Source: an optimization exercise on an open RTL-to-GDS flow (aim: small area, a short achievable clock period and few clock cycles per item). Production flows keep margins and buffers that such runs may drop.
Only simulation tests tie the RTL to the original design; equivalence was not proved.
No activity file was given, so power comes from the tool's default toggle rates.

--- design/flow/flow/run.sh ---
#!/bin/bash
# The standard layout (standard.sh, unchanged synthesis), with the port buffers that
# buffer_ports inserts made plain buf_2 cells instead of its default delay-cell choice.
set -euo pipefail
echo 'export BUFFER_PORTS_ARGS = -buffer_cell sky130_fd_sc_hd__buf_2' >> config.mk
bash standard.sh > standard.log 2>&1
--- design/flow/standard.sh ---
#!/bin/bash
# synth_recipe.tcl (not shown) runs the flow's synth.tcl, then flattens the netlist and writes it again
# the make line also repeats each setting of config.mk as NAME=value (left out here)
make -C /OpenROAD-flow-scripts/flow DESIGN_CONFIG=/design/flow/config.mk WORK_HOME=/design/flow/orfs CLKGATE_MAP_FILE= SYNTH_SCRIPT=/design/flow/synth_recipe.tcl "${@:-finish}"
--- design/flow/config.mk ---
export PLATFORM = sky130hd
export DESIGN_NAME = MUL_radix_4
export DESIGN_NICKNAME = MUL_radix_4
export VERILOG_FILES = /design/flow/design.v
export SDC_FILE = /design/flow/constraint.sdc
export NUM_CORES = 4
export LEC_CHECK = 0
export CAP_MARGIN = 20
export CORE_MARGIN = 2
export CORE_UTILIZATION = 25
export SETUP_SLACK_MARGIN = 4.2
export SLEW_MARGIN = 20
export SYNTH_HIERARCHICAL = 1
export TNS_END_PERCENT = 10
export BUFFER_PORTS_ARGS = -buffer_cell sky130_fd_sc_hd__buf_2
--- design/flow/constraint.sdc ---
create_clock -name core_clock -period 8.0 [get_ports {clock}]
set_input_delay 1.6000 -clock core_clock [delete_from_list [all_inputs] [get_ports {clock}]]
set_output_delay 1.6000 -clock core_clock [all_outputs]
set_load 0.01 [all_outputs]
--- design/flow/design.v ---
module MUL_radix_4 (
  input clock, reset,
  input flush,
  output in_ready,
  input in_valid,
  input [1:0] in_sign,
  input [31:0] in_a, in_b,
  input out_ready,
  output out_valid,
  output [63:0] out_prod
);
  reg v0, v1, v2;
  reg full;               
  wire en2 = ~v2 | out_ready;
  wire en1 = ~v1 | en2;
  wire en0 = ~v0 | en1;
  assign in_ready = ~full | out_ready;
  assign out_valid = v2;
  wire kill = reset | flush;
  wire v0n = ~kill & (en0 ? in_valid : v0);
  wire v1n = ~kill & (en1 ? v0 : v1);
  wire v2n = ~kill & (en2 ? v1 : v2);
  always @(posedge clock) begin
    v0 <= v0n;
    v1 <= v1n;
    v2 <= v2n;
    full <= v0n & v1n & v2n;
  end
  wire sa_in = in_sign[1] & in_a[31];
  wire sb_in = in_sign[0] & in_b[31];
  wire [34:0] ae_in = {{3{sa_in}}, in_a};
  wire [34:0] ae2_in = {ae_in[33:0], 1'b0};
  wire [34:0] a3_in;
  wire [34:0] tg0 = ae_in & ae2_in, tp0 = ae_in ^ ae2_in;
  wire tG1 = tg0[1] | (tp0[1] & tg0[0]); wire tP1 = tp0[1] & tp0[0];
  wire tG2 = tg0[3] | (tp0[3] & tg0[2]); wire tP2 = tp0[3] & tp0[2];
  wire tG3 = tg0[5] | (tp0[5] & tg0[4]); wire tP3 = tp0[5] & tp0[4];
  wire tG4 = tg0[7] | (tp0[7] & tg0[6]); wire tP4 = tp0[7] & tp0[6];
  wire tG5 = tg0[9] | (tp0[9] & tg0[8]); wire tP5 = tp0[9] & tp0[8];
  wire tG6 = tg0[11] | (tp0[11] & tg0[10]); wire tP6 = tp0[11] & tp0[10];
  wire tG7 = tg0[13] | (tp0[13] & tg0[12]); wire tP7 = tp0[13] & tp0[12];
  wire tG8 = tg0[15] | (tp0[15] & tg0[14]); wire tP8 = tp0[15] & tp0[14];
  wire tG9 = tg0[17] | (tp0[17] & tg0[16]); wire tP9 = tp0[17] & tp0[16];
  wire tG10 = tg0[19] | (tp0[19] & tg0[18]); wire tP10 = tp0[19] & tp0[18];
  wire tG11 = tg0[21] | (tp0[21] & tg0[20]); wire tP11 = tp0[21] & tp0[20];
  wire tG12 = tg0[23] | (tp0[23] & tg0[22]); wire tP12 = tp0[23] & tp0[22];
  wire tG13 = tg0[25] | (tp0[25] & tg0[24]); wire tP13 = tp0[25] & tp0[24];
  wire tG14 = tg0[27] | (tp0[27] & tg0[26]); wire tP14 = tp0[27] & tp0[26];
  wire tG15 = tg0[29] | (tp0[29] & tg0[28]); wire tP15 = tp0[29] & tp0[28];
  wire tG16 = tg0[31] | (tp0[31] & tg0[30]); wire tP16 = tp0[31] & tp0[30];
  wire tG17 = tg0[33] | (tp0[33] & tg0[32]); wire tP17 = tp0[33] & tp0[32];
  wire tG18 = tg0[2] | (tp0[2] & tG1); wire tP18 = tp0[2] & tP1;
  wire tG19 = tG2 | (tP2 & tG1); wire tP19 = tP2 & tP1;
  wire tG20 = tg0[6] | (tp0[6] & tG3); wire tP20 = tp0[6] & tP3;
  wire tG21 = tG4 | (tP4 & tG3); wire tP21 = tP4 & tP3;
  wire tG22 = tg0[10] | (tp0[10] & tG5); wire tP22 = tp0[10] & tP5;
  wire tG23 = tG6 | (tP6 & tG5); wire tP23 = tP6 & tP5;
  wire tG24 = tg0[14] | (tp0[14] & tG7); wire tP24 = tp0[14] & tP7;
  wire tG25 = tG8 | (tP8 & tG7); wire tP25 = tP8 & tP7;
  wire tG26 = tg0[18] | (tp0[18] & tG9); wire tP26 = tp0[18] & tP9;
  wire tG27 = tG10 | (tP10 & tG9); wire tP27 = tP10 & tP9;
  wire tG28 = tg0[22] | (tp0[22] & tG11); wire tP28 = tp0[22] & tP11;
  wire tG29 = tG12 | (tP12 & tG11); wire tP29 = tP12 & tP11;
  wire tG30 = tg0[26] | (tp0[26] & tG13); wire tP30 = tp0[26] & tP13;
  wire tG31 = tG14 | (tP14 & tG13); wire tP31 = tP14 & tP13;
  wire tG32 = tg0[30] | (tp0[30] & tG15); wire tP32 = tp0[30] & tP15;
  wire tG33 = tG16 | (tP16 & tG15); wire tP33 = tP16 & tP15;
  wire tG34 = tg0[34] | (tp0[34] & tG17); wire tP34 = tp0[34] & tP17;
  wire tG35 = tg0[4] | (tp0[4] & tG19); wire tP35 = tp0[4] & tP19;
  wire tG36 = tG3 | (tP3 & tG19); wire tP36 = tP3 & tP19;
  wire tG37 = tG20 | (tP20 & tG19); wire tP37 = tP20 & tP19;
  wire tG38 = tG21 | (tP21 & tG19); wire tP38 = tP21 & tP19;
  wire tG39 = tg0[12] | (tp0[12] & tG23); wire tP39 = tp0[12] & tP23;
  wire tG40 = tG7 | (tP7 & tG23); wire tP40 = tP7 & tP23;
  wire tG41 = tG24 | (tP24 & tG23); wire tP41 = tP24 & tP23;
  wire tG42 = tG25 | (tP25 & tG23); wire tP42 = tP25 & tP23;
  wire tG43 = tg0[20] | (tp0[20] & tG27); wire tP43 = tp0[20] & tP27;
  wire tG44 = tG11 | (tP11 & tG27); wire tP44 = tP11 & tP27;
  wire tG45 = tG28 | (tP28 & tG27); wire tP45 = tP28 & tP27;
  wire tG46 = tG29 | (tP29 & tG27); wire tP46 = tP29 & tP27;
  wire tG47 = tg0[28] | (tp0[28] & tG31); wire tP47 = tp0[28] & tP31;
  wire tG48 = tG15 | (tP15 & tG31); wire tP48 = tP15 & tP31;
  wire tG49 = tG32 | (tP32 & tG31); wire tP49 = tP32 & tP31;
  wire tG50 = tG33 | (tP33 & tG31); wire tP50 = tP33 & tP31;
  wire tG51 = tg0[8] | (tp0[8] & tG38); wire tP51 = tp0[8] & tP38;
  wire tG52 = tG5 | (tP5 & tG38); wire tP52 = tP5 & tP38;
  wire tG53 = tG22 | (tP22 & tG38); wire tP53 = tP22 & tP38;
  wire tG54 = tG23 | (tP23 & tG38); wire tP54 = tP23 & tP38;
  wire tG55 = tG39 | (tP39 & tG38); wire tP55 = tP39 & tP38;
  wire tG56 = tG40 | (tP40 & tG38); wire tP56 = tP40 & tP38;
  wire tG57 = tG41 | (tP41 & tG38); wire tP57 = tP41 & tP38;
  wire tG58 = tG42 | (tP42 & tG38); wire tP58 = tP42 & tP38;
  wire tG59 = tg0[24] | (tp0[24] & tG46); wire tP59 = tp0[24] & tP46;
  wire tG60 = tG13 | (tP13 & tG46); wire tP60 = tP13 & tP46;
  wire tG61 = tG30 | (tP30 & tG46); wire tP61 = tP30 & tP46;
  wire tG62 = tG31 | (tP31 & tG46); wire tP62 = tP31 & tP46;
  wire tG63 = tG47 | (tP47 & tG46); wire tP63 = tP47 & tP46;
  wire tG64 = tG48 | (tP48 & tG46); wire tP64 = tP48 & tP46;
  wire tG65 = tG49 | (tP49 & tG46); wire tP65 = tP49 & tP46;
  wire tG66 = tG50 | (tP50 & tG46); wire tP66 = tP50 & tP46;
  wire tG67 = tg0[16] | (tp0[16] & tG58); wire tP67 = tp0[16] & tP58;
  wire tG68 = tG9 | (tP9 & tG58); wire tP68 = tP9 & tP58;
  wire tG69 = tG26 | (tP26 & tG58); wire tP69 = tP26 & tP58;
  wire tG70 = tG27 | (tP27 & tG58); wire tP70 = tP27 & tP58;
  wire tG71 = tG43 | (tP43 & tG58); wire tP71 = tP43 & tP58;
  wire tG72 = tG44 | (tP44 & tG58); wire tP72 = tP44 & tP58;
  wire tG73 = tG45 | (tP45 & tG58); wire tP73 = tP45 & tP58;
  wire tG74 = tG46 | (tP46 & tG58); wire tP74 = tP46 & tP58;
  wire tG75 = tG59 | (tP59 & tG58); wire tP75 = tP59 & tP58;
  wire tG76 = tG60 | (tP60 & tG58); wire tP76 = tP60 & tP58;
  wire tG77 = tG61 | (tP61 & tG58); wire tP77 = tP61 & tP58;
  wire tG78 = tG62 | (tP62 & tG58); wire tP78 = tP62 & tP58;
  wire tG79 = tG63 | (tP63 & tG58); wire tP79 = tP63 & tP58;
  wire tG80 = tG64 | (tP64 & tG58); wire tP80 = tP64 & tP58;
  wire tG81 = tG65 | (tP65 & tG58); wire tP81 = tP65 & tP58;
  wire tG82 = tG66 | (tP66 & tG58); wire tP82 = tP66 & tP58;
  wire tG83 = tg0[32] | (tp0[32] & tG82); wire tP83 = tp0[32] & tP82;
  wire tG84 = tG17 | (tP17 & tG82); wire tP84 = tP17 & tP82;
  wire tG85 = tG34 | (tP34 & tG82); wire tP85 = tP34 & tP82;
  assign a3_in = {tp0[34] ^ tG84, tp0[33] ^ tG83, tp0[32] ^ tG82, tp0[31] ^ tG81, tp0[30] ^ tG80, tp0[29] ^ tG79, tp0[28] ^ tG78, tp0[27] ^ tG77, tp0[26] ^ tG76, tp0[25] ^ tG75, tp0[24] ^ tG74, tp0[23] ^ tG73, tp0[22] ^ tG72, tp0[21] ^ tG71, tp0[20] ^ tG70, tp0[19] ^ tG69, tp0[18] ^ tG68, tp0[17] ^ tG67, tp0[16] ^ tG58, tp0[15] ^ tG57, tp0[14] ^ tG56, tp0[13] ^ tG55, tp0[12] ^ tG54, tp0[11] ^ tG53, tp0[10] ^ tG52, tp0[9] ^ tG51, tp0[8] ^ tG38, tp0[7] ^ tG37, tp0[6] ^ tG36, tp0[5] ^ tG35, tp0[4] ^ tG19, tp0[3] ^ tG18, tp0[2] ^ tG1, tp0[1] ^ tg0[0], tp0[0]};
  wire [35:0] bx_in = {{3{sb_in}}, in_b, 1'b0};    
  reg [32:0] a;           
  reg [34:0] a3;          
  reg [10:0] neg, sel1, sel2, sel3, sel4;
  wire [10:0] neg_in, sel1_in, sel2_in, sel3_in, sel4_in;
  genvar j;
  generate for (j = 0; j < 11; j = j + 1) begin : g_rec
    wire x3 = bx_in[3*j+3], x2 = bx_in[3*j+2], x1 = bx_in[3*j+1], x0 = bx_in[3*j];
    wire y2 = x2 ^ x3, y1 = x1 ^ x3, y0 = x0 ^ x3;
    assign neg_in[j] = x3;
    assign sel1_in[j] = ~y2 & (y1 ^ y0);
    assign sel2_in[j] = (~y2 & y1 & y0) | (y2 & ~y1 & ~y0);
    assign sel3_in[j] = y2 & (y1 ^ y0);
    assign sel4_in[j] = y2 & y1 & y0;
  end endgenerate
  always @(posedge clock) begin
    if (en0) begin
      a <= ae_in[32:0];
      a3 <= a3_in;
      neg <= neg_in;
      sel1 <= sel1_in;
      sel2 <= sel2_in;
      sel3 <= sel3_in;
      sel4 <= sel4_in;
    end
  end
  wire [34:0] m1 = {{2{a[32]}}, a};
  wire [34:0] m2 = {a[32], a, 1'b0};
  wire [34:0] m4 = {a, 2'b0};
  wire [34:0] pp [0:10];
  generate for (j = 0; j < 11; j = j + 1) begin : g_pp
    assign pp[j] = (({35{sel1[j]}} & m1) | ({35{sel2[j]}} & m2) |
                    ({35{sel3[j]}} & a3) | ({35{sel4[j]}} & m4)) ^ {35{neg[j]}};
  end endgenerate
  wire s1, k2;
  wire s3, k4;
  wire s5, k6;
  wire s7, k8;
  wire s9, k10;
  wire s11, k12;
  wire s13, k14;
  wire s15, k16;
  wire s17, k18;
  wire s19, k20;
  wire s21, k22;
  wire s23, k24;
  wire s25, k26;
  wire s27, k28;
  wire s29, k30;
  wire s31, k32;
  wire s33, k34;
  wire s35, k36;
  wire s37, k38;
  wire s39, k40;
  wire s41, k42;
  wire s43, k44;
  wire s45, k46;
  wire s47, k48;
  wire s49, k50;
  wire s51, k52;
  wire s53, k54;
  wire s55, k56;
  wire s57, k58;
  wire s59, k60;
  wire s61, k62;
  wire s63, k64;
  wire s65, k66;
  wire s67, k68;
  wire s69, k70;
  wire s71, k72;
  wire s73, k74;
  wire s75, k76;
  wire s77, k78;
  wire s79, k80;
  wire s81, k82;
  wire s83, k84;
  wire s85, k86;
  wire s87, k88;
  wire s89, k90;
  wire s91, k92;
  wire s93, k94;
  wire s95, k96;
  wire s97, k98;
  wire s99, k100;
  wire s101, k102;
  wire s103, k104;
  wire s105, k106;
  wire s107, k108;
  wire s109, k110;
  wire s111, k112;
  wire s113, k114;
  wire s115, k116;
  wire s117, k118;
  wire s119, k120;
  wire s121, k122;
  wire s123, k124;
  wire s125, k126;
  wire s127, k128;
  wire s129, k130;
  wire s131, k132;
  wire s133, k134;
  wire s135, k136;
  wire s137, k138;
  wire s139, k140;
  wire s141, k142;
  wire s143, k144;
  wire s145, k146;
  wire s147, k148;
  wire s149, k150;
  wire s151, k152;
  wire s153, k154;
  wire s155, k156;
  wire s157, k158;
  wire s159, k160;
  wire s161, k162;
  wire s163, k164;
  wire s165, k166;
  wire s167, k168;
  wire s169, k170;
  wire s171, k172;
  wire s173, k174;
  wire s175, k176;
  wire s177, k178;
  wire s179, k180;
  wire s181, k182;
  wire s183, k184;
  wire s185, k186;
  wire s187, k188;
  wire s189, k190;
  wire s191, k192;
  wire s193, k194;
  wire s195, k196;
  wire s197, k198;
  wire s199, k200;
  wire s201, k202;
  wire s203, k204;
  wire s205, k206;
  wire s207, k208;
  wire s209, k210;
  wire s211, k212;
  wire s213, k214;
  wire s215, k216;
  wire s217, k218;
  wire s219, k220;
  wire s221, k222;
  wire s223, k224;
  wire s225, k226;
  wire s227, k228;
  wire s229, k230;
  wire s231, k232;
  wire s233, k234;
  wire s235, k236;
  wire s237, k238;
  wire s239, k240;
  wire s241, k242;
  wire s243, k244;
  wire s245, k246;
  wire s247, k248;
  wire s249, k250;
  wire s251, k252;
  wire s253, k254;
  wire s255, k256;
  wire s257, k258;
  wire s259, k260;
  wire s261, k262;
  wire s263, k264;
  wire s265, k266;
  wire s267, k268;
  wire s269, k270;
  wire s271, k272;
  wire s273, k274;
  wire s275, k276;
  wire s277, k278;
  wire s279, k280;
  wire s281, k282;
  wire s283, k284;
  wire s285, k286;
  wire s287, k288;
  wire s289, k290;
  wire s291, k292;
  wire s293, k294;
  wire s295, k296;
  wire s297, k298;
  wire s299, k300;
  wire s301, k302;
  wire s303, k304;
  wire s305, k306;
  wire s307, k308;
  wire s309, k310;
  wire s311, k312;
  wire s313, k314;
  wire s315, k316;
  wire s317, k318;
  wire s319, k320;
  wire s321, k322;
  wire s323, k324;
  wire s325, k326;
  wire s327, k328;
  wire s329, k330;
  wire s331, k332;
  wire s333, k334;
  wire s335, k336;
  wire s337, k338;
  wire s339, k340;
  wire s341, k342;
  wire s343, k344;
  wire s345, k346;
  wire s347, k348;
  wire s349, k350;
  wire s351, k352;
  wire s353, k354;
  wire s355, k356;
  wire s357, k358;
  wire s359, k360;
  wire s361, k362;
  wire s363, k364;
  wire s365, k366;
  wire s367, k368;
  wire s369, k370;
  wire s371, k372;
  wire s373, k374;
  wire s375, k376;
  wire s377, k378;
  wire s379, k380;
  wire s381, k382;
  wire s383, k384;
  wire s385, k386;
  wire s387, k388;
  wire s389, k390;
  wire s391, k392;
  wire s393, k394;
  wire s395, k396;
  wire s397, k398;
  wire s399, k400;
  wire s401, k402;
  wire s403, k404;
  wire s405, k406;
  wire s407, k408;
  wire s409, k410;
  wire s411, k412;
  wire s413, k414;
  wire s415, k416;
  wire s417, k418;
  wire s419, k420;
  wire s421, k422;
  wire s423, k424;
  wire s425, k426;
  wire s427, k428;
  wire s429, k430;
  wire s431, k432;
  wire s433, k434;
  wire s435, k436;
  wire s437, k438;
  wire s439, k440;
  wire s441, k442;
  wire s443, k444;
  wire s445, k446;
  wire s447, k448;
  wire s449, k450;
  wire s451, k452;
  wire s453, k454;
  wire s455, k456;
  wire s457, k458;
  wire s459, k460;
  wire s461, k462;
  wire s463, k464;
  wire s465, k466;
  wire s467, k468;
  wire s469, k470;
  wire s471, k472;
  wire s473, k474;
  wire s475, k476;
  wire s477, k478;
  wire s479, k480;
  wire s481, k482;
  wire s483, k484;
  wire s485, k486;
  wire s487, k488;
  wire s489, k490;
  wire s491, k492;
  wire s493, k494;
  wire s495, k496;
  wire s497, k498;
  wire s499, k500;
  wire s501, k502;
  wire s503, k504;
  wire s505, k506;
  wire s507, k508;
  wire s509, k510;
  wire s511, k512;
  wire s513, k514;
  wire s515, k516;
  wire s517, k518;
  wire s519, k520;
  wire s521, k522;
  wire s523, k524;
  wire s525, k526;
  wire s527, k528;
  wire s529, k530;
  wire s531, k532;
  wire s533, k534;
  wire s535, k536;
  wire s537, k538;
  wire s539, k540;
  wire s541, k542;
  wire s543, k544;
  wire s545, k546;
  wire s547, k548;
  wire s549, k550;
  wire s551, k552;
  wire s553, k554;
  wire s555, k556;
  wire s557, k558;
  wire s559, k560;
  wire s561, k562;
  wire s563, k564;
  wire s565, k566;
  wire s567, k568;
  wire s569, k570;
  wire s571, k572;
  wire s573, k574;
  wire s575, k576;
  wire s577, k578;
  wire s579, k580;
  wire s581, k582;
  wire s583, k584;
  wire s585, k586;
  wire s587, k588;
  wire s589, k590;
  wire s591, k592;
  wire s593, k594;
  wire s595, k596;
  wire s597, k598;
  wire s599, k600;
  wire s601, k602;
  wire s603, k604;
  wire s605, k606;
  wire s607, k608;
  wire s609, k610;
  wire s611, k612;
  wire s613, k614;
  wire s615, k616;
  wire s617, k618;
  wire s619, k620;
  mul_ha us1 (neg[1], pp[0][3], s1, k2);
  mul_ha us3 (pp[0][4], pp[1][1], s3, k4);
  mul_ha us5 (pp[0][5], pp[1][2], s5, k6);
  mul_ha us7 (neg[2], pp[0][6], s7, k8);
  mul_fa us9 (pp[1][3], pp[2][0], k6, s9, k10);
  mul_ha us11 (pp[0][7], pp[1][4], s11, k12);
  mul_fa us13 (pp[2][1], k8, s11, s13, k14);
  mul_ha us15 (pp[0][8], pp[1][5], s15, k16);
  mul_fa us17 (pp[2][2], k12, s15, s17, k18);
  mul_ha us19 (neg[3], pp[0][9], s19, k20);
  mul_fa us21 (pp[1][6], pp[2][3], pp[3][0], s21, k22);
  mul_fa us23 (k16, s19, s21, s23, k24);
  mul_ha us25 (pp[0][10], pp[1][7], s25, k26);
  mul_fa us27 (pp[2][4], pp[3][1], k20, s27, k28);
  mul_fa us29 (s25, k22, s27, s29, k30);
  mul_ha us31 (pp[0][11], pp[1][8], s31, k32);
  mul_fa us33 (pp[2][5], pp[3][2], k26, s33, k34);
  mul_fa us35 (s31, k28, s33, s35, k36);
  mul_ha us37 (neg[4], pp[0][12], s37, k38);
  mul_fa us39 (pp[1][9], pp[2][6], pp[3][3], s39, k40);
  mul_fa us41 (pp[4][0], k32, s37, s41, k42);
  mul_fa us43 (s39, k34, s41, s43, k44);
  mul_ha us45 (pp[0][13], pp[1][10], s45, k46);
  mul_fa us47 (pp[2][7], pp[3][4], pp[4][1], s47, k48);
  mul_fa us49 (k38, s45, k40, s49, k50);
  mul_fa us51 (s47, k42, s49, s51, k52);
  mul_ha us53 (pp[0][14], pp[1][11], s53, k54);
  mul_fa us55 (pp[2][8], pp[3][5], pp[4][2], s55, k56);
  mul_fa us57 (k46, s53, k48, s57, k58);
  mul_fa us59 (s55, k50, s57, s59, k60);
  mul_ha us61 (neg[5], pp[0][15], s61, k62);
  mul_fa us63 (pp[1][12], pp[2][9], pp[3][6], s63, k64);
  mul_fa us65 (pp[4][3], pp[5][0], k54, s65, k66);
  mul_fa us67 (s61, k56, s63, s67, k68);
  mul_fa us69 (k58, s65, s67, s69, k70);
  mul_ha us71 (pp[0][16], pp[1][13], s71, k72);
  mul_fa us73 (pp[2][10], pp[3][7], pp[4][4], s73, k74);
  mul_fa us75 (pp[5][1], k62, s71, s75, k76);
  mul_fa us77 (k64, s73, k66, s77, k78);
  mul_fa us79 (s75, k68, s77, s79, k80);
  mul_ha us81 (pp[0][17], pp[1][14], s81, k82);
  mul_fa us83 (pp[2][11], pp[3][8], pp[4][5], s83, k84);
  mul_fa us85 (pp[5][2], k72, s81, s85, k86);
  mul_fa us87 (k74, s83, k76, s87, k88);
  mul_fa us89 (s85, k78, s87, s89, k90);
  mul_ha us91 (neg[6], pp[0][18], s91, k92);
  mul_fa us93 (pp[1][15], pp[2][12], pp[3][9], s93, k94);
  mul_fa us95 (pp[4][6], pp[5][3], pp[6][0], s95, k96);
  mul_fa us97 (k82, s91, k84, s97, k98);
  mul_fa us99 (s93, s95, k86, s99, k100);
  mul_fa us101 (s97, k88, s99, s101, k102);
  mul_ha us103 (pp[0][19], pp[1][16], s103, k104);
  mul_fa us105 (pp[2][13], pp[3][10], pp[4][7], s105, k106);
  mul_fa us107 (pp[5][4], pp[6][1], k92, s107, k108);
  mul_fa us109 (s103, k94, k96, s109, k110);
  mul_fa us111 (s105, k98, s107, s111, k112);
  mul_fa us113 (s109, k100, s111, s113, k114);
  mul_ha us115 (pp[0][20], pp[1][17], s115, k116);
  mul_fa us117 (pp[2][14], pp[3][11], pp[4][8], s117, k118);
  mul_fa us119 (pp[5][5], pp[6][2], k104, s119, k120);
  mul_fa us121 (s115, k106, s117, s121, k122);
  mul_fa us123 (k108, k110, s119, s123, k124);
  mul_fa us125 (s121, k112, s123, s125, k126);
  mul_ha us127 (neg[7], pp[0][21], s127, k128);
  mul_fa us129 (pp[1][18], pp[2][15], pp[3][12], s129, k130);
  mul_fa us131 (pp[4][9], pp[5][6], pp[6][3], s131, k132);
  mul_fa us133 (pp[7][0], k116, s127, s133, k134);
  mul_fa us135 (k118, s129, s131, s135, k136);
  mul_fa us137 (k120, s133, k122, s137, k138);
  mul_fa us139 (s135, k124, s137, s139, k140);
  mul_ha us141 (pp[0][22], pp[1][19], s141, k142);
  mul_fa us143 (pp[2][16], pp[3][13], pp[4][10], s143, k144);
  mul_fa us145 (pp[5][7], pp[6][4], pp[7][1], s145, k146);
  mul_fa us147 (k128, s141, k130, s147, k148);
  mul_fa us149 (k132, s143, s145, s149, k150);
  mul_fa us151 (k134, k136, s147, s151, k152);
  mul_fa us153 (s149, k138, s151, s153, k154);
  mul_ha us155 (pp[0][23], pp[1][20], s155, k156);
  mul_fa us157 (pp[2][17], pp[3][14], pp[4][11], s157, k158);
  mul_fa us159 (pp[5][8], pp[6][5], pp[7][2], s159, k160);
  mul_fa us161 (k142, s155, k144, s161, k162);
  mul_fa us163 (k146, s157, s159, s163, k164);
  mul_fa us165 (k148, k150, s161, s165, k166);
  mul_fa us167 (s163, k152, s165, s167, k168);
  mul_ha us169 (neg[8], pp[0][24], s169, k170);
  mul_fa us171 (pp[1][21], pp[2][18], pp[3][15], s171, k172);
  mul_fa us173 (pp[4][12], pp[5][9], pp[6][6], s173, k174);
  mul_fa us175 (pp[7][3], pp[8][0], k156, s175, k176);
  mul_fa us177 (s169, k158, k160, s177, k178);
  mul_fa us179 (s171, s173, k162, s179, k180);
  mul_fa us181 (s175, k164, s177, s181, k182);
  mul_fa us183 (k166, s179, s181, s183, k184);
  mul_fa us185 (pp[0][25], pp[1][22], pp[2][19], s185, k186);
  mul_fa us187 (pp[3][16], pp[4][13], pp[5][10], s187, k188);
  mul_fa us189 (pp[6][7], pp[7][4], pp[8][1], s189, k190);
  mul_fa us191 (k170, k172, k174, s191, k192);
  mul_fa us193 (s185, s187, s189, s193, k194);
  mul_fa us195 (k176, k178, s191, s195, k196);
  mul_fa us197 (s193, k180, k182, s197, k198);
  mul_ha us199 (pp[0][26], pp[1][23], s199, k200);
  mul_fa us201 (pp[2][20], pp[3][17], pp[4][14], s201, k202);
  mul_fa us203 (pp[5][11], pp[6][8], pp[7][5], s203, k204);
  mul_fa us205 (pp[8][2], s199, k186, s205, k206);
  mul_fa us207 (k188, k190, s201, s207, k208);
  mul_fa us209 (s203, k192, k194, s209, k210);
  mul_fa us211 (s205, s207, k196, s211, k212);
  mul_ha us213 (neg[9], pp[0][27], s213, k214);
  mul_fa us215 (pp[1][24], pp[2][21], pp[3][18], s215, k216);
  mul_fa us217 (pp[4][15], pp[5][12], pp[6][9], s217, k218);
  mul_fa us219 (pp[7][6], pp[8][3], pp[9][0], s219, k220);
  mul_fa us221 (k200, s213, k202, s221, k222);
  mul_fa us223 (k204, s215, s217, s223, k224);
  mul_fa us225 (s219, k206, k208, s225, k226);
  mul_fa us227 (s221, s223, k210, s227, k228);
  mul_ha us229 (pp[0][28], pp[1][25], s229, k230);
  mul_fa us231 (pp[2][22], pp[3][19], pp[4][16], s231, k232);
  mul_fa us233 (pp[5][13], pp[6][10], pp[7][7], s233, k234);
  mul_fa us235 (pp[8][4], pp[9][1], k214, s235, k236);
  mul_fa us237 (s229, k216, k218, s237, k238);
  mul_fa us239 (k220, s231, s233, s239, k240);
  mul_fa us241 (k222, s235, k224, s241, k242);
  mul_fa us243 (s237, s239, k226, s243, k244);
  mul_ha us245 (pp[0][29], pp[1][26], s245, k246);
  mul_fa us247 (pp[2][23], pp[3][20], pp[4][17], s247, k248);
  mul_fa us249 (pp[5][14], pp[6][11], pp[7][8], s249, k250);
  mul_fa us251 (pp[8][5], pp[9][2], k230, s251, k252);
  mul_fa us253 (s245, k232, k234, s253, k254);
  mul_fa us255 (s247, s249, k236, s255, k256);
  mul_fa us257 (k238, s251, k240, s257, k258);
  mul_fa us259 (s253, s255, k242, s259, k260);
  mul_ha us261 (neg[10], pp[0][30], s261, k262);
  mul_fa us263 (pp[1][27], pp[2][24], pp[3][21], s263, k264);
  mul_fa us265 (pp[4][18], pp[5][15], pp[6][12], s265, k266);
  mul_fa us267 (pp[7][9], pp[8][6], pp[9][3], s267, k268);
  mul_fa us269 (pp[10][0], k246, s261, s269, k270);
  mul_fa us271 (k248, k250, s263, s271, k272);
  mul_fa us273 (s265, s267, k252, s273, k274);
  mul_fa us275 (k254, s269, s271, s275, k276);
  mul_fa us277 (k256, s273, k258, s277, k278);
  mul_ha us279 (pp[0][31], pp[1][28], s279, k280);
  mul_fa us281 (pp[2][25], pp[3][22], pp[4][19], s281, k282);
  mul_fa us283 (pp[5][16], pp[6][13], pp[7][10], s283, k284);
  mul_fa us285 (pp[8][7], pp[9][4], pp[10][1], s285, k286);
  mul_fa us287 (k262, s279, k264, s287, k288);
  mul_fa us289 (k266, k268, s281, s289, k290);
  mul_fa us291 (s283, s285, k270, s291, k292);
  mul_fa us293 (k272, s287, s289, s293, k294);
  mul_fa us295 (k274, s291, k276, s295, k296);
  mul_ha us297 (pp[0][32], pp[1][29], s297, k298);
  mul_fa us299 (pp[2][26], pp[3][23], pp[4][20], s299, k300);
  mul_fa us301 (pp[5][17], pp[6][14], pp[7][11], s301, k302);
  mul_fa us303 (pp[8][8], pp[9][5], pp[10][2], s303, k304);
  mul_fa us305 (k280, s297, k282, s305, k306);
  mul_fa us307 (k284, k286, s299, s307, k308);
  mul_fa us309 (s301, s303, k288, s309, k310);
  mul_fa us311 (k290, s305, s307, s311, k312);
  mul_fa us313 (k292, s309, k294, s313, k314);
  mul_ha us315 (pp[0][33], pp[1][30], s315, k316);
  mul_fa us317 (pp[2][27], pp[3][24], pp[4][21], s317, k318);
  mul_fa us319 (pp[5][18], pp[6][15], pp[7][12], s319, k320);
  mul_fa us321 (pp[8][9], pp[9][6], pp[10][3], s321, k322);
  mul_fa us323 (k298, s315, k300, s323, k324);
  mul_fa us325 (k302, k304, s317, s325, k326);
  mul_fa us327 (s319, s321, k306, s327, k328);
  mul_fa us329 (k308, s323, s325, s329, k330);
  mul_fa us331 (k310, s327, k312, s331, k332);
  mul_ha us333 (pp[1][31], pp[2][28], s333, k334);
  mul_fa us335 (pp[3][25], pp[4][22], pp[5][19], s335, k336);
  mul_fa us337 (pp[6][16], pp[7][13], pp[8][10], s337, k338);
  mul_fa us339 (pp[9][7], pp[10][4], pp[0][34], s339, k340);
  mul_fa us341 (k316, s333, k318, s341, k342);
  mul_fa us343 (k320, k322, s335, s343, k344);
  mul_fa us345 (s337, s339, k324, s345, k346);
  mul_fa us347 (k326, s341, s343, s347, k348);
  mul_fa us349 (k328, s345, k330, s349, k350);
  mul_ha us351 (pp[2][29], pp[3][26], s351, k352);
  mul_fa us353 (pp[4][23], pp[5][20], pp[6][17], s353, k354);
  mul_fa us355 (pp[7][14], pp[8][11], pp[9][8], s355, k356);
  mul_fa us357 (pp[10][5], ~pp[0][34], ~pp[1][32], s357, k358);
  mul_fa us359 (k334, s351, k336, s359, k360);
  mul_fa us361 (k338, k340, s353, s361, k362);
  mul_fa us363 (s355, s357, k342, s363, k364);
  mul_fa us365 (k344, s359, s361, s365, k366);
  mul_fa us367 (k346, s363, k348, s367, k368);
  mul_ha us369 (pp[2][30], pp[3][27], s369, k370);
  mul_fa us371 (pp[4][24], pp[5][21], pp[6][18], s371, k372);
  mul_fa us373 (pp[7][15], pp[8][12], pp[9][9], s373, k374);
  mul_fa us375 (pp[10][6], pp[1][32], ~pp[1][33], s375, k376);
  mul_fa us377 (k352, s369, k354, s377, k378);
  mul_fa us379 (k356, k358, s371, s379, k380);
  mul_fa us381 (s373, s375, k360, s381, k382);
  mul_fa us383 (k362, s377, s379, s383, k384);
  mul_fa us385 (k364, s381, k366, s385, k386);
  mul_ha us387 (~pp[1][34], pp[2][31], s387, k388);
  mul_fa us389 (pp[3][28], pp[4][25], pp[5][22], s389, k390);
  mul_fa us391 (pp[6][19], pp[7][16], pp[8][13], s391, k392);
  mul_fa us393 (pp[9][10], pp[10][7], pp[1][33], s393, k394);
  mul_fa us395 (k370, s387, k372, s395, k396);
  mul_fa us397 (k374, k376, s389, s397, k398);
  mul_fa us399 (s391, s393, k378, s399, k400);
  mul_fa us401 (k380, s395, s397, s401, k402);
  mul_fa us403 (k382, s399, k384, s403, k404);
  mul_ha us405 (pp[3][29], pp[4][26], s405, k406);
  mul_fa us407 (pp[5][23], pp[6][20], pp[7][17], s407, k408);
  mul_fa us409 (pp[8][14], pp[9][11], pp[10][8], s409, k410);
  mul_fa us411 (~pp[2][32], k388, s405, s411, k412);
  mul_fa us413 (k390, k392, k394, s413, k414);
  mul_fa us415 (s407, s409, k396, s415, k416);
  mul_fa us417 (s411, k398, s413, s417, k418);
  mul_fa us419 (k400, s415, k402, s419, k420);
  mul_ha us421 (pp[3][30], pp[4][27], s421, k422);
  mul_fa us423 (pp[5][24], pp[6][21], pp[7][18], s423, k424);
  mul_fa us425 (pp[8][15], pp[9][12], pp[10][9], s425, k426);
  mul_fa us427 (pp[2][32], ~pp[2][33], k406, s427, k428);
  mul_fa us429 (s421, k408, k410, s429, k430);
  mul_fa us431 (s423, s425, k412, s431, k432);
  mul_fa us433 (k414, s427, s429, s433, k434);
  mul_fa us435 (k416, s431, k418, s435, k436);
  mul_ha us437 (~pp[2][34], pp[3][31], s437, k438);
  mul_fa us439 (pp[4][28], pp[5][25], pp[6][22], s439, k440);
  mul_fa us441 (pp[7][19], pp[8][16], pp[9][13], s441, k442);
  mul_fa us443 (pp[10][10], pp[2][33], k422, s443, k444);
  mul_fa us445 (s437, k424, k426, s445, k446);
  mul_fa us447 (s439, s441, k428, s447, k448);
  mul_fa us449 (k430, s443, s445, s449, k450);
  mul_fa us451 (k432, s447, k434, s451, k452);
  mul_ha us453 (pp[4][29], pp[5][26], s453, k454);
  mul_fa us455 (pp[6][23], pp[7][20], pp[8][17], s455, k456);
  mul_fa us457 (pp[9][14], pp[10][11], ~pp[3][32], s457, k458);
  mul_fa us459 (k438, s453, k440, s459, k460);
  mul_fa us461 (k442, s455, s457, s461, k462);
  mul_fa us463 (k444, k446, s459, s463, k464);
  mul_fa us465 (s461, k448, k450, s465, k466);
  mul_fa us467 (pp[4][30], pp[5][27], pp[6][24], s467, k468);
  mul_fa us469 (pp[7][21], pp[8][18], pp[9][15], s469, k470);
  mul_fa us471 (pp[10][12], pp[3][32], ~pp[3][33], s471, k472);
  mul_fa us473 (k454, k456, k458, s473, k474);
  mul_fa us475 (s467, s469, s471, s475, k476);
  mul_fa us477 (k460, k462, s473, s477, k478);
  mul_fa us479 (s475, k464, s477, s479, k480);
  mul_fa us481 (~pp[3][34], pp[4][31], pp[5][28], s481, k482);
  mul_fa us483 (pp[6][25], pp[7][22], pp[8][19], s483, k484);
  mul_fa us485 (pp[9][16], pp[10][13], pp[3][33], s485, k486);
  mul_fa us487 (k468, k470, k472, s487, k488);
  mul_fa us489 (s481, s483, s485, s489, k490);
  mul_fa us491 (k474, k476, s487, s491, k492);
  mul_fa us493 (s489, k478, s491, s493, k494);
  mul_fa us495 (pp[5][29], pp[6][26], pp[7][23], s495, k496);
  mul_fa us497 (pp[8][20], pp[9][17], pp[10][14], s497, k498);
  mul_fa us499 (~pp[4][32], k482, k484, s499, k500);
  mul_fa us501 (k486, s495, s497, s501, k502);
  mul_fa us503 (k488, k490, s499, s503, k504);
  mul_fa us505 (s501, k492, s503, s505, k506);
  mul_fa us507 (pp[5][30], pp[6][27], pp[7][24], s507, k508);
  mul_fa us509 (pp[8][21], pp[9][18], pp[10][15], s509, k510);
  mul_fa us511 (pp[4][32], ~pp[4][33], k496, s511, k512);
  mul_fa us513 (k498, s507, s509, s513, k514);
  mul_fa us515 (k500, k502, s511, s515, k516);
  mul_fa us517 (s513, k504, s515, s517, k518);
  mul_fa us519 (~pp[4][34], pp[5][31], pp[6][28], s519, k520);
  mul_fa us521 (pp[7][25], pp[8][22], pp[9][19], s521, k522);
  mul_fa us523 (pp[10][16], pp[4][33], k508, s523, k524);
  mul_fa us525 (k510, s519, s521, s525, k526);
  mul_fa us527 (k512, k514, s523, s527, k528);
  mul_fa us529 (s525, k516, s527, s529, k530);
  mul_fa us531 (pp[6][29], pp[7][26], pp[8][23], s531, k532);
  mul_fa us533 (pp[9][20], pp[10][17], ~pp[5][32], s533, k534);
  mul_fa us535 (k520, k522, s531, s535, k536);
  mul_fa us537 (s533, k524, k526, s537, k538);
  mul_fa us539 (s535, k528, s537, s539, k540);
  mul_fa us541 (pp[6][30], pp[7][27], pp[8][24], s541, k542);
  mul_fa us543 (pp[9][21], pp[10][18], pp[5][32], s543, k544);
  mul_fa us545 (~pp[5][33], k532, k534, s545, k546);
  mul_fa us547 (s541, s543, k536, s547, k548);
  mul_fa us549 (s545, k538, s547, s549, k550);
  mul_fa us551 (~pp[5][34], pp[6][31], pp[7][28], s551, k552);
  mul_fa us553 (pp[8][25], pp[9][22], pp[10][19], s553, k554);
  mul_fa us555 (pp[5][33], k542, k544, s555, k556);
  mul_fa us557 (s551, s553, k546, s557, k558);
  mul_fa us559 (s555, k548, s557, s559, k560);
  mul_fa us561 (pp[7][29], pp[8][26], pp[9][23], s561, k562);
  mul_fa us563 (pp[10][20], ~pp[6][32], k552, s563, k564);
  mul_fa us565 (k554, s561, k556, s565, k566);
  mul_fa us567 (s563, k558, s565, s567, k568);
  mul_fa us569 (pp[7][30], pp[8][27], pp[9][24], s569, k570);
  mul_fa us571 (pp[10][21], pp[6][32], ~pp[6][33], s571, k572);
  mul_fa us573 (k562, s569, s571, s573, k574);
  mul_fa us575 (k564, s573, k566, s575, k576);
  mul_fa us577 (~pp[6][34], pp[7][31], pp[8][28], s577, k578);
  mul_fa us579 (pp[9][25], pp[10][22], pp[6][33], s579, k580);
  mul_fa us581 (k570, k572, s577, s581, k582);
  mul_fa us583 (s579, k574, s581, s583, k584);
  mul_fa us585 (pp[8][29], pp[9][26], pp[10][23], s585, k586);
  mul_fa us587 (~pp[7][32], k578, k580, s587, k588);
  mul_fa us589 (s585, k582, s587, s589, k590);
  mul_fa us591 (pp[8][30], pp[9][27], pp[10][24], s591, k592);
  mul_fa us593 (pp[7][32], ~pp[7][33], k586, s593, k594);
  mul_fa us595 (s591, k588, s593, s595, k596);
  mul_fa us597 (~pp[7][34], pp[8][31], pp[9][28], s597, k598);
  mul_fa us599 (pp[10][25], pp[7][33], k592, s599, k600);
  mul_fa us601 (s597, k594, s599, s601, k602);
  mul_fa us603 (pp[9][29], pp[10][26], ~pp[8][32], s603, k604);
  mul_fa us605 (k598, s603, k600, s605, k606);
  mul_fa us607 (pp[9][30], pp[10][27], pp[8][32], s607, k608);
  mul_fa us609 (~pp[8][33], k604, s607, s609, k610);
  mul_fa us611 (~pp[8][34], pp[9][31], pp[10][28], s611, k612);
  mul_fa us613 (pp[8][33], k608, s611, s613, k614);
  mul_fa us615 (pp[10][29], ~pp[9][32], k612, s615, k616);
  mul_fa us617 (pp[10][30], pp[9][32], ~pp[9][33], s617, k618);
  mul_fa us619 (~pp[9][34], pp[10][31], pp[9][33], s619, k620);
  reg [63:0] c0, c1, c2;
  always @(posedge clock) begin
    if (en1) begin
      c0[0] <= pp[0][0];
      c1[0] <= neg[0];
      c0[1] <= pp[0][1];
      c0[2] <= pp[0][2];
      c0[3] <= pp[1][0];
      c1[3] <= s1;
      c0[4] <= k2;
      c1[4] <= s3;
      c0[5] <= k4;
      c1[5] <= s5;
      c0[6] <= s7;
      c1[6] <= s9;
      c0[7] <= k10;
      c1[7] <= s13;
      c0[8] <= k14;
      c1[8] <= s17;
      c0[9] <= k18;
      c1[9] <= s23;
      c0[10] <= k24;
      c1[10] <= s29;
      c0[11] <= k30;
      c1[11] <= s35;
      c0[12] <= k36;
      c1[12] <= s43;
      c0[13] <= k44;
      c1[13] <= s51;
      c0[14] <= k52;
      c1[14] <= s59;
      c0[15] <= k60;
      c1[15] <= s69;
      c0[16] <= k70;
      c1[16] <= s79;
      c0[17] <= k80;
      c1[17] <= s89;
      c0[18] <= k90;
      c1[18] <= s101;
      c0[19] <= k102;
      c1[19] <= s113;
      c0[20] <= k114;
      c1[20] <= s125;
      c0[21] <= k126;
      c1[21] <= s139;
      c0[22] <= k140;
      c1[22] <= s153;
      c0[23] <= k154;
      c1[23] <= s167;
      c0[24] <= k168;
      c1[24] <= s183;
      c0[25] <= s195;
      c1[25] <= k184;
      c2[25] <= s197;
      c0[26] <= s209;
      c1[26] <= k198;
      c2[26] <= s211;
      c0[27] <= s225;
      c1[27] <= k212;
      c2[27] <= s227;
      c0[28] <= s241;
      c1[28] <= k228;
      c2[28] <= s243;
      c0[29] <= s257;
      c1[29] <= k244;
      c2[29] <= s259;
      c0[30] <= s275;
      c1[30] <= k260;
      c2[30] <= s277;
      c0[31] <= s293;
      c1[31] <= k278;
      c2[31] <= s295;
      c0[32] <= s311;
      c1[32] <= k296;
      c2[32] <= s313;
      c0[33] <= s329;
      c1[33] <= k314;
      c2[33] <= s331;
      c0[34] <= s347;
      c1[34] <= k332;
      c2[34] <= s349;
      c0[35] <= s365;
      c1[35] <= k350;
      c2[35] <= s367;
      c0[36] <= s383;
      c1[36] <= k368;
      c2[36] <= s385;
      c0[37] <= s401;
      c1[37] <= k386;
      c2[37] <= s403;
      c0[38] <= s417;
      c1[38] <= k404;
      c2[38] <= s419;
      c0[39] <= s433;
      c1[39] <= k420;
      c2[39] <= s435;
      c0[40] <= s449;
      c1[40] <= k436;
      c2[40] <= s451;
      c0[41] <= s463;
      c1[41] <= k452;
      c2[41] <= s465;
      c0[42] <= k466;
      c1[42] <= s479;
      c0[43] <= k480;
      c1[43] <= s493;
      c0[44] <= k494;
      c1[44] <= s505;
      c0[45] <= k506;
      c1[45] <= s517;
      c0[46] <= k518;
      c1[46] <= s529;
      c0[47] <= k530;
      c1[47] <= s539;
      c0[48] <= k540;
      c1[48] <= s549;
      c0[49] <= k550;
      c1[49] <= s559;
      c0[50] <= k560;
      c1[50] <= s567;
      c0[51] <= k568;
      c1[51] <= s575;
      c0[52] <= k576;
      c1[52] <= s583;
      c0[53] <= k584;
      c1[53] <= s589;
      c0[54] <= k590;
      c1[54] <= s595;
      c0[55] <= k596;
      c1[55] <= s601;
      c0[56] <= k602;
      c1[56] <= s605;
      c0[57] <= k606;
      c1[57] <= s609;
      c0[58] <= k610;
      c1[58] <= s613;
      c0[59] <= k614;
      c1[59] <= s615;
      c0[60] <= k616;
      c1[60] <= s617;
      c0[61] <= k618;
      c1[61] <= s619;
      c0[62] <= k620;
      c1[62] <= ~pp[10][32];
      c0[63] <= pp[10][32];
      c1[63] <= ~pp[10][33];
    end
  end
  wire [63:0] r0 = {c0[63], c0[62], c0[61], c0[60], c0[59], c0[58], c0[57], c0[56], c0[55], c0[54], c0[53], c0[52], c0[51], c0[50], c0[49], c0[48], c0[47], c0[46], c0[45], c0[44], c0[43], c0[42], c0[41], c0[40], c0[39], c0[38], c0[37], c0[36], c0[35], c0[34], c0[33], c0[32], c0[31], c0[30], c0[29], c0[28], c0[27], c0[26], c0[25], c0[24], c0[23], c0[22], c0[21], c0[20], c0[19], c0[18], c0[17], c0[16], c0[15], c0[14], c0[13], c0[12], c0[11], c0[10], c0[9], c0[8], c0[7], c0[6], c0[5], c0[4], c0[3], c0[2], c0[1], c0[0]};
  wire [63:0] r1 = {c1[63], c1[62], c1[61], c1[60], c1[59], c1[58], c1[57], c1[56], c1[55], c1[54], c1[53], c1[52], c1[51], c1[50], c1[49], c1[48], c1[47], c1[46], c1[45], c1[44], c1[43], c1[42], c1[41], c1[40], c1[39], c1[38], c1[37], c1[36], c1[35], c1[34], c1[33], c1[32], c1[31], c1[30], c1[29], c1[28], c1[27], c1[26], c1[25], c1[24], c1[23], c1[22], c1[21], c1[20], c1[19], c1[18], c1[17], c1[16], c1[15], c1[14], c1[13], c1[12], c1[11], c1[10], c1[9], c1[8], c1[7], c1[6], c1[5], c1[4], c1[3], 1'b0, 1'b0, c1[0]};
  wire [63:0] r2 = {1'b0, 1'b0, 1'b0, 1'b0, 1'b0, 1'b0, 1'b0, 1'b0, 1'b0, 1'b0, 1'b0, 1'b0, 1'b0, 1'b0, 1'b0, 1'b0, 1'b0, 1'b0, 1'b0, 1'b0, 1'b0, 1'b0, c2[41], c2[40], c2[39], c2[38], c2[37], c2[36], c2[35], c2[34], c2[33], c2[32], c2[31], c2[30], c2[29], c2[28], c2[27], c2[26], c2[25], 1'b0, 1'b0, 1'b0, 1'b0, 1'b0, 1'b0, 1'b0, 1'b0, 1'b0, 1'b0, 1'b0, 1'b0, 1'b0, 1'b0, 1'b0, 1'b0, 1'b0, 1'b0, 1'b0, 1'b0, 1'b0, 1'b0, 1'b0, 1'b0, 1'b0};
  wire s621, k622;
  wire s623, k624;
  wire s625, k626;
  wire s627, k628;
  wire s629, k630;
  wire s631, k632;
  wire s633, k634;
  wire s635, k636;
  wire s637, k638;
  wire s639, k640;
  wire s641, k642;
  wire s643, k644;
  wire s645, k646;
  wire s647, k648;
  wire s649, k650;
  wire s651, k652;
  wire s653, k654;
  wire s655, k656;
  wire s657, k658;
  wire s659, k660;
  wire s661, k662;
  wire s663, k664;
  wire s665, k666;
  wire s667, k668;
  wire s669, k670;
  wire s671, k672;
  wire s673, k674;
  wire s675, k676;
  wire s677, k678;
  wire s679, k680;
  wire s681, k682;
  wire s683, k684;
  wire s685, k686;
  wire s687, k688;
  wire s689, k690;
  wire s691, k692;
  wire s693, k694;
  wire s695, k696;
  wire s697, k698;
  mul_ha us621 (c0[25], c1[25], s621, k622);
  mul_fa us623 (c0[26], c1[26], c2[26], s623, k624);
  mul_fa us625 (c0[27], c1[27], c2[27], s625, k626);
  mul_fa us627 (c0[28], c1[28], c2[28], s627, k628);
  mul_fa us629 (c0[29], c1[29], c2[29], s629, k630);
  mul_fa us631 (c0[30], c1[30], c2[30], s631, k632);
  mul_fa us633 (c0[31], c1[31], c2[31], s633, k634);
  mul_fa us635 (c0[32], c1[32], c2[32], s635, k636);
  mul_fa us637 (c0[33], c1[33], c2[33], s637, k638);
  mul_fa us639 (c0[34], c1[34], c2[34], s639, k640);
  mul_fa us641 (c0[35], c1[35], c2[35], s641, k642);
  mul_fa us643 (c0[36], c1[36], c2[36], s643, k644);
  mul_fa us645 (c0[37], c1[37], c2[37], s645, k646);
  mul_fa us647 (c0[38], c1[38], c2[38], s647, k648);
  mul_fa us649 (c0[39], c1[39], c2[39], s649, k650);
  mul_fa us651 (c0[40], c1[40], c2[40], s651, k652);
  mul_fa us653 (c0[41], c1[41], c2[41], s653, k654);
  mul_ha us655 (c0[42], c1[42], s655, k656);
  mul_ha us657 (c0[43], c1[43], s657, k658);
  mul_ha us659 (c0[44], c1[44], s659, k660);
  mul_ha us661 (c0[45], c1[45], s661, k662);
  mul_ha us663 (c0[46], c1[46], s663, k664);
  mul_ha us665 (c0[47], c1[47], s665, k666);
  mul_ha us667 (c0[48], c1[48], s667, k668);
  mul_ha us669 (c0[49], c1[49], s669, k670);
  mul_ha us671 (c0[50], c1[50], s671, k672);
  mul_ha us673 (c0[51], c1[51], s673, k674);
  mul_ha us675 (c0[52], c1[52], s675, k676);
  mul_ha us677 (c0[53], c1[53], s677, k678);
  mul_ha us679 (c0[54], c1[54], s679, k680);
  mul_ha us681 (c0[55], c1[55], s681, k682);
  mul_ha us683 (c0[56], c1[56], s683, k684);
  mul_ha us685 (c0[57], c1[57], s685, k686);
  mul_ha us687 (c0[58], c1[58], s687, k688);
  mul_ha us689 (c0[59], c1[59], s689, k690);
  mul_ha us691 (c0[60], c1[60], s691, k692);
  mul_ha us693 (c0[61], c1[61], s693, k694);
  mul_ha us695 (c0[62], c1[62], s695, k696);
  mul_ha us697 (c0[63], c1[63], s697, k698);
  wire [63:0] ra = {k696, k694, k692, k690, k688, k686, k684, k682, k680, k678, k676, k674, k672, k670, k668, k666, k664, k662, k660, k658, k656, k654, k652, k650, k648, k646, k644, k642, k640, k638, k636, k634, k632, k630, k628, k626, k624, k622, c2[25], c0[24], c0[23], c0[22], c0[21], c0[20], c0[19], c0[18], c0[17], c0[16], c0[15], c0[14], c0[13], c0[12], c0[11], c0[10], c0[9], c0[8], c0[7], c0[6], c0[5], c0[4], c0[3], c0[2], c0[1], c0[0]};
  wire [63:0] rb = {s697, s695, s693, s691, s689, s687, s685, s683, s681, s679, s677, s675, s673, s671, s669, s667, s665, s663, s661, s659, s657, s655, s653, s651, s649, s647, s645, s643, s641, s639, s637, s635, s633, s631, s629, s627, s625, s623, s621, c1[24], c1[23], c1[22], c1[21], c1[20], c1[19], c1[18], c1[17], c1[16], c1[15], c1[14], c1[13], c1[12], c1[11], c1[10], c1[9], c1[8], c1[7], c1[6], c1[5], c1[4], c1[3], 1'b0, 1'b0, c1[0]};
  wire [63:0] sum = ra + rb;
  reg [63:0] prod;
  always @(posedge clock) begin
    if (en2) prod <= sum;
  end
  assign out_prod = prod;
endmodule
module mul_fa (input x, y, z, output s, c);
  assign s = x ^ y ^ z;
  assign c = (x & y) | (x & z) | (y & z);
endmodule
module mul_ha (input x, y, output s, c);
  assign s = x ^ y;
  assign c = x & y;
endmodule
==> flow_metrics.tcl <==
set metrics [dict create \
    status "timing/DRC/antenna clean" \
    root_buffer "clkbuf_16" \
    grtUsageMet3_pct 4.770 \
    setup_tns_ns 0 \
    antenna_left 0 \
    die_area_mm2 0.1369 \
    vias 27008 \
    cts_buffer_depth 3 \
    finalSetupViolCount 0 \
    max_stage_delay_ns 0.74 \
    drv_cap 0 \
    hp-class "flop to flop" \
    final_max_slew_viol_count 0 \
    synth_cell_types 70 \
    ys_seq_elements 332 \
    end_kind "flop" \
    core_area_mm2 0.1333 \
    power_per_cell_area_mw_per_mm2 444.5 \
    cp-start-kind "flop" \
    path_buf_inv 0 \
    p_leak_nw 13.65 \
    start_util_pct 25.13 \
    synth_top_area_share_pct 29.40 \
    drt_iter0_markers 3198 \
    rr_worst_depth 7 \
    fin_util_pct 28.30 \
    vias_per_cell 5.640 \
    cts_made_buffers 39 \
    die_x_um 370.1 \
    ys_warn_count 7 \
    ir_drop_mv 0.3199 \
    ys.flop_type "edfxtp_1" \
    timing.rr.end "c1[24]" \
    fin_nets 3505 \
    clock_sinks 332 \
    drive_gt1_share_pct 14.09 \
    grt_pass1_vias 26528 \
    cts_hold_buf 0 \
    io_buffer_count 136 \
    use_met2_pct 25.83 \
    syn_to_final_growth_pct 12.59 \
    finalHoldViolations 0 \
    hpwlAfterDp_um 78690 \
    wire_per_inst_um 24.67 \
    rsz0062_at_grt "yes" \
    min_period_over_period_pct 47.49 \
    syn_avg_cell_area_um2 10.96 \
    clock_latency_ns 0.58 \
    drt_pass1_iterations 6 \
    max_freq_mhz 263.2 \
    cp-endpoint "c1[24]" \
    path_depth 7 \
    cp.arrival_ns 4.09 \
    yosys-top-cells-count "xnor2_1, clkbuf_1, a221oi_1" \
    finClkSkew_ns 0.03333 \
    yosysTopAreaCell "edfxtp_1" \
    routabilityCongestion 0.8908 \
    crit_fanout 11 \
    die_h_um 370.1 \
    path_class "flop to flop" \
    antenna_found_initial 25 \
    top_usage_layer "met2" \
    path_clk_slew_ns 0.06 \
    post-route-min-period_ns 3.799 \
    grt_max_degree 77 \
    route.detailed.drc 0 \
    synth_nets 3576 \
    boundaryPins 137 \
    overflow 0 \
    cp_top_family "adder cells" \
    crit_chain "a22o_1 > a221oi_1 > xnor2_1 > fa_1 > fa_1 > fa_1 > fa_1" \
    worst_path_most_repeated_cell "fa_1" \
    htreeDepth 2 \
    r2r_start "a3[5]" \
    max-slew-margin-rel_pct 38.90 \
    yosysSeqAreaShare_pct 29.64 \
    worst_pin_slew_ns 0.9165 \
    synthTopCellsByArea "edfxtp_1, fa_1, xnor2_1" \
    grt.total_usage_pct 16.61 \
    synth_edf_count 328 \
    cts_tree "yes" \
    worstSetupStartpoint "a3[5]" \
    slowest_stage "edfxtp_1" \
    row_count 134 \
    yosysMostFrequentCell "xnor2_1" \
    grt_util_met1_pct 21.78 \
    postSynth.asyncResetShare_pct 0 \
    syn_inst 3058 \
    grt_pass1_wl_um 175400 \
    finalWirelength_um 118200 \
    required_ns 8.29 \
    netlist_area_mm2 0.03350 \
    r2r_slack_ns 4.20 \
]
==> repair_timing <==
action	4_1_cts	5_1_grt
pin swaps	6	14
endpoints found under the setup margin	23	64
hold endpoints to repair	0	0
gates resized for setup	10	45
gates cloned	0	0
setup buffers	14	60
==> flip-flops by register name, summed over array words and instances (netlist names) <==
register	flops
full	1
a3	35
sel3	11
v2	1
c2	17
c0	64
sel4	11
sel1	11
a	31
neg	11
sel2	11
prod	64
c1	62
v1	1
v0	1
==> kinds of logic (layout without fill, tap and decap cells) <==
family / count (synthesis) / after routing / share of synthesized area, %
AOI/OAI and AO/OA: 1006 / 1006 / 24.15
xor gates and xnor gates: 490 / 490 / 12.81
buffers and inverters: 470 / 428 / 5.326
adders and majority gates: 447 / 447 / 23.24
DFF: 332 / 332 / 29.64
and+or+nand+nor: 313 / 313 / 4.840
other: 0 / 5 / 0
==> layout by cell type, fill, tap and decap left out, drive strengths merged, types with 21 or more instances in the layout <==
cell      n
fa      292
nand3    23
nor2     58
nand2    97
buf     304
xnor2   421
inv      59
a22oi    34
xor2     69
edfxtp  328
o21ai    80
a21oi    89
a21o     32
nand4    21
a22o    331
clkbuf   42
nand2b   23
a221oi  335
nor2b    22
ha      155
==> report_power, final <==
group          switching (mW)  internal (mW)
Sequential              0.366           3.32
Combinational            6.67           4.63
Clock                   0.774           1.01
Total                    7.81           8.96
==> routing by layer <==
layer,vias up,part of all wire (%)
li1,11444,-
met1,13349,40
met2,1813,44
met3,390,12
met4,12,4.2
met5,-,0.15
==> stage by stage <==
stage | power [mW] | std cells | setup WS (ns) | area [um2] | hold slack [ns]
final | 16.77 | 4789 | 4.201 | 37720 | 0.5122
after global routing | 18.03 | 4789 | 4.119 | 37720 | 0.5337
after CTS | 16.49 | 4724 | 4.155 | 36970 | 0.5108
after detailed placement | 14.63 | 4640 | 2.919 | 35550 | 0.4995
after global placement | 14.49 | 4640 | 2.919 | 35550 | 0.4992
after floorplan | 10.78 | 3058 | 3.617 | 33530 | 0.4244
==> modules after synthesis, one instance, submodules excluded <==
| module | copies in the design | cell area (um2) | flip-flops and latches | cells inside |
|---|---|---|---|---|
| mul_ha | 61 | 12.51 | 0 | 1 |
| mul_fa | 288 | 20.02 | 0 | 1 |
| MUL_radix_4 | 1 | 26970 | 332 | 2709 |
==> final cells by class <==
| type | instances | area [um2] |
|---|---|---|
| inverter | 54 | 206.4 |
| multi-input combinational | 2256 | 22020 |
| fill | 13854 | 95570 |
| tap | 1768 | 2212 |
| clock buffer | 42 | 987.2 |
| sequential | 332 | 9930 |
| clock inverter | 28 | 261.5 |
| timing repair buffer | 304 | 2093 |
| antenna | 5 | 12.51 |
==> tightest hold or removal path: stages (launching register included) <==
cell,delay [ns]
dfxtp_1,0.31
nor2_1,0.09
nor3_1,0.06
==> worst min-delay path by stage <==
| stage | cells after the start | slack, ns | to | from |
|---|---|---|---|---|
| 5_1_grt | 2 | 0.53 | v2 | v1 |
| 3_3_place_gp | 2 | 0.50 | v2 | v1 |
| 4_1_cts | 2 | 0.51 | v2 | v1 |
| 3_5_place_dp | 2 | 0.50 | v2 | v1 |
| 2_1_floorplan | 0 | 0.42 | c1[0] | neg[0] |
| 6_report | 2 | 0.51 | v2 | v1 |
Testbench counts, summed over its fixed seeds: cycles 536, items 512.

## separate check: timing with driven ports
How much do the figures lean on ideal ports? The routed layout below was timed once more, with nothing changed but the port constraints. Step 1: set_driving_cell puts a clkbuf_16 on clock and a buf_2 on each other input, an assumption about the parent block. Step 2 times the ports against the registers' clock, not the clock port: input delays grow and output delays shrink by t, the midpoint of the rising clock arrivals with the driver on. Slacks: ideal / step 1 / step 2; pairs: ideal / step 1.
shift t [ns]: 0.631
setup WS [ns]: 4.201 / 4.201 / 3.740
worst setup path after step 2: input to register
After both steps this run still meets setup and hold. For this run, drivers alone change the setup slack by 0.000 ns; drivers and shift together by -0.461 ns.
